Background: an optimization exercise with open tools, aiming at small area. Do not read the settings as production practice. Where RTL was checked, it was by simulation tests only, not by an equivalence proof against the original. No driver is modelled on the clock port, so clocking that relies on it looks cheaper here than on a real chip.

==> raven <==
==> flow/design.v (excerpt) <==
module hart #(
    parameter RESET_ADDR = 32'h00000000
) (
    input  wire        i_clk,
    input  wire        i_rst,
    output wire [31:0] o_imem_raddr,
    input  wire [31:0] i_imem_rdata,
    output wire [31:0] o_dmem_addr,
    output wire        o_dmem_ren,
    output wire        o_dmem_wen,
    output wire [31:0] o_dmem_wdata,
    output wire [ 3:0] o_dmem_mask,
    input  wire [31:0] i_dmem_rdata,
    output wire        o_retire_valid,
    output wire [31:0] o_retire_inst,
    output wire        o_retire_trap,
    output wire        o_retire_halt,
    output wire [ 4:0] o_retire_rs1_raddr,
    output wire [ 4:0] o_retire_rs2_raddr,
    output wire [31:0] o_retire_rs1_rdata,
    output wire [31:0] o_retire_rs2_rdata,
    output wire [ 4:0] o_retire_rd_waddr,
    output wire [31:0] o_retire_rd_wdata,
    output wire [31:0] o_retire_dmem_addr,
    output wire [ 3:0] o_retire_dmem_mask,
    output wire        o_retire_dmem_ren,
    output wire        o_retire_dmem_wen,
    output wire [31:0] o_retire_dmem_rdata,
    output wire [31:0] o_retire_dmem_wdata,
    output wire [31:0] o_retire_pc,
    output wire [31:0] o_retire_next_pc
);
  reg [31:0] pc;           
  reg        rst_reg;      
  reg [31:0] f_pc;         
  reg [31:0] d_pc, d_ir;   
  reg        d_v, d_z;     
  reg [31:0] e_pc, e_ir, e_rs1, e_rs2;   
  reg        e_v, e_z;
  reg [31:0] m_pc, m_ir, m_rs1, m_rs2, m_res;   
  reg        m_v, m_rw;
  reg [31:0] w_pc, w_ir, w_rs1, w_rs2, w_res;   
  reg        w_v, w_rw;
  wire [6:0] w_op = w_ir[6:0];
  wire       w_ld = w_v & (w_op == 7'b0000011);
  wire       w_st = w_v & (w_op == 7'b0100011);
  wire [1:0] w_sz = w_ir[13:12];
  wire       w_byte = (w_sz == 2'b00);
  wire       w_half = (w_sz == 2'b01);
  wire       w_uns = w_ir[14];
  wire [1:0] w_a = w_res[1:0];
  wire [31:0] ld = i_dmem_rdata;
  wire       sgn = ~w_uns & (w_byte ? ld[7] : ld[15]);
  reg  [31:0] ld_ext;
  always @(*) begin
    if (w_byte) begin
      case (w_a)
        2'b00: ld_ext = {{24{sgn}}, ld[7:0]};
        2'b01: ld_ext = {{16{sgn}}, ld[7:0], 8'h00};
        2'b10: ld_ext = {{8{sgn}}, ld[7:0], 16'h0000};
        default: ld_ext = {ld[7:0], 24'h000000};
      endcase
    end else if (w_half) begin
      ld_ext = w_a[1] ? {{16{sgn}}, ld[31:16]} : {{16{sgn}}, ld[15:0]};
    end else begin
  ...
clock: 11.0 ns
lec_check: 0
cap_margin: 20
core_margin: 2
core_utilization: 70
cts_buf_list: sky130_fd_sc_hd__clkbuf_4
place_density: 0.8
slew_margin: 20
run.sh (not shown) runs the stock make flow with config.mk's settings and CLKGATE_MAP_FILE= SYNTH_SCRIPT=/design/flow/synth_recipe.tcl, a recipe that flattens the netlist after the stock synthesis.
==> zinc (differences from raven) <==
--- a/flow/design.v
+++ b/flow/design.v
@@ -65,14 +65,14 @@
       ld_ext = w_a[1] ? {{16{sgn}}, ld[31:16]} : {{16{sgn}}, ld[15:0]};
     end else begin
       ld_ext = ld;
     end
   end
-  wire [31:0] wb_data = w_ld ? ld_ext : w_res;
+  wire [31:0] wb_data = ({32{w_ld & ~i_rst}} & ld_ext) | ({32{~w_ld & ~i_rst}} & w_res);
   wire [4:0]  w_rd = w_ir[11:7];
   reg [31:0] rf[1:31];
-  wire [31:0] rf_wd = i_rst ? 32'd0 : wb_data;
+  wire [31:0] rf_wd = wb_data;
   integer k;
   always @(posedge i_clk) begin
     for (k = 1; k < 32; k = k + 1)
       if (i_rst | (w_rw & (w_rd == k))) rf[k] <= rf_wd;
   end
@@ -113,40 +113,40 @@
   wire use_f3 = (op[4] & ~op[2]) | (op[6] & ~op[3]);
   wire [2:0] fs = use_f3 ? f3 : 3'b000;
   wire sub = use_f3 & ((op[6] & ~op[2]) | (~f3[2] & f3[1]) |
                        (f3 == 3'b000 & e_ir[30] & op[5] & ~op[6]));
   wire [31:0] bx = b ^ {32{sub}};
+  wire [31:0] p_ab = a ^ bx;
+  wire [31:0] g_ab = a & bx;
   wire [31:0] sum;
   wire        cout;
   add_bk #(.W(32)) alu_add (.a(a), .b(bx), .ci(sub), .s(sum), .co(cout));
-  wire [31:0] x_ab = a ^ b;
-  wire        eq = (x_ab == 32'd0);
+  wire        eq = &p_ab;
   wire        ult = ~cout;
-  wire        slt = (a[31] ^ b[31]) ? a[31] : sum[31];
+  wire        slt = p_ab[31] ? sum[31] : a[31];
   wire        uns = (op[6] & ~op[2]) ? f3[1] : f3[0];
   wire        lt = uns ? ult : slt;
-  wire        sh_left = ~fs[2];
-  reg  [31:0] a_rev;
+  wire        sh_left = ~f3[2];
+  reg  [31:0] rs1_rev;
   integer j;
-  always @(*) for (j = 0; j < 32; j = j + 1) a_rev[j] = a[31-j];
-  wire [31:0] sh_in = sh_left ? a_rev : a;
-  wire        sh_fill = e_ir[30] & a[31] & ~sh_left;
+  always @(*) for (j = 0; j < 32; j = j + 1) rs1_rev[j] = e_rs1[31-j];
+  wire [31:0] sh_in = sh_left ? rs1_rev : e_rs1;
+  wire        sh_fill = e_ir[30] & e_rs1[31] & f3[2];
   wire signed [32:0] sh_ext = {sh_fill, sh_in};
   wire signed [32:0] sh_out = sh_ext >>> b[4:0];
   reg  [31:0] sh_rev;
   always @(*) for (j = 0; j < 32; j = j + 1) sh_rev[j] = sh_out[31-j];
-  wire [31:0] shr = sh_left ? sh_rev : sh_out[31:0];
   reg [31:0] alu;
   always @(*) begin
     case (fs)
       3'b000: alu = sum;
-      3'b001: alu = shr;
+      3'b001: alu = sh_rev;
       3'b010, 3'b011: alu = {31'b0, lt};
-      3'b100: alu = x_ab;
-      3'b101: alu = shr;
-      3'b110: alu = a | b;
-      default: alu = a & b;
+      3'b100: alu = p_ab;
+      3'b101: alu = sh_out[31:0];
+      3'b110: alu = p_ab | g_ab;
+      default: alu = g_ab;
     endcase
   end
   wire [31:0] off;
   wire        off_co;
   add_bk #(.W(32)) off_add (.a(e_pc), .b(op[2] ? 32'd4 : imm_b), .ci(1'b0), .s(off), .co(off_co));
==> flow/flow/run.sh (new file) <==
#!/bin/bash
# Layout flow: the standard ORFS flow (standard.sh, unchanged synthesis),
# with knobs the ORFS scripts read from the environment:
#  - port buffers use the smallest buffer cell (every port is still buffered);
#  - clock tree synthesis uses clkbuf_4 in small sink clusters (about 8
#    flip-flops per leaf buffer) and no dummy loads;
#  - the placement and routing repair steps do not use buf_4, so they insert
#    the smaller buf_2 where it suffices.
set -euo pipefail
export BUFFER_PORTS_ARGS="-buffer_cell sky130_fd_sc_hd__buf_1"
export CTS_ARGS="-sink_clustering_enable -repair_clock_nets -dont_use_dummy_load -buf_list sky130_fd_sc_hd__clkbuf_4 -sink_clustering_size 8 -sink_clustering_max_diameter 50"
HOOK="$PWD/flow/no_buf4.tcl"
export PRE_GLOBAL_PLACE_TCL="$HOOK" PRE_RESIZE_TCL="$HOOK" PRE_CTS_TCL="$HOOK" PRE_GLOBAL_ROUTE_TCL="$HOOK" PRE_DETAIL_ROUTE_TCL="$HOOK"
bash standard.sh > standard.log 2>&1
==> flow/flow/no_buf4.tcl (new file) <==
set_dont_use {sky130_fd_sc_hd__buf_4}
==> flow/standard.sh (new file) <==
#!/bin/bash
# synth_recipe.tcl (not shown) runs the flow's synth.tcl, then flattens the netlist and writes it again
# the make line also repeats each setting of config.mk as NAME=value (left out here)
make -C /OpenROAD-flow-scripts/flow DESIGN_CONFIG=/design/flow/config.mk WORK_HOME=/design/flow/orfs CLKGATE_MAP_FILE= SYNTH_SCRIPT=/design/flow/synth_recipe.tcl "${@:-finish}"
CORE_UTILIZATION = 50   (was 70)
CTS_BUF_LIST = default   (was sky130_fd_sc_hd__clkbuf_4)
PLACE_DENSITY = default   (was 0.8)
removed: flow/run.sh
==> comparison <==
raven did not get past 5_1_grt. zinc ran to the end with no violations.
Between zinc and raven, the lower synthesized area is in zinc (gap about 1.3%, measured against raven).
Synthesized cell count is about the same in zinc and raven.
==> figures <==
item	zinc	raven
Result of the run	no timing/DRC/antenna violations	aborted with a tool error
Stage where the flow stopped	-	5_1_grt
Adder-cell area share of the yosys netlist	0.0378	0.0427
Fraction of synthesized cell area taken by the top area cell type	0.474	0.468
Worst slack, placed	1.22 ns	0.758 ns
Final GP Congestion	1.05	1.15
Sequential element share of the synthesized area	0.616	0.607
DP Wirelength	230 mm	219 mm
Netlist Area Pre-Place	69000 sq um	69900 sq um
XOR/XNOR Fraction of Synth Area	0.0154	0.0154
Syn avg cell area	12.5 sq um	12.7 sq um
Fraction of the mapped netlist area in simple logic gates	0.0807	0.0787
DP Area	73000 sq um	76600 sq um
Effective utilization at floorplan	0.503	0.708
Number of buffers inserted during clock tree synthesis	226	382
Site Rows	136	115
Only the layout flow was run in raven; the RTL was not checked for function there.

port drivers added, routing unchanged:
In the flow no input, the clock included, has a driving cell. The finished layout below was timed again as built, in two steps.
Step 1: set_driving_cell puts a clkbuf_16 on i_clk and a buf_2 on each other input, an assumption about the parent block.
Step 2 also shifts input and output timing later by t, the mid clock arrival at the registers, as if the neighbouring blocks saw the same clock.
a / b / c = ideal ports / drivers / drivers and shift; a / b = the first two.
run: zinc
t (ns): 1.294
setup slack, ns: 0.388 / 0.300 / 1.594
worst setup path at the end: register to output
worst slew at a driven data input, ns: 0.21
After both steps zinc still meets setup and hold. The setup slack of zinc moves by -0.088 ns with the drivers and by +1.206 ns with both steps.
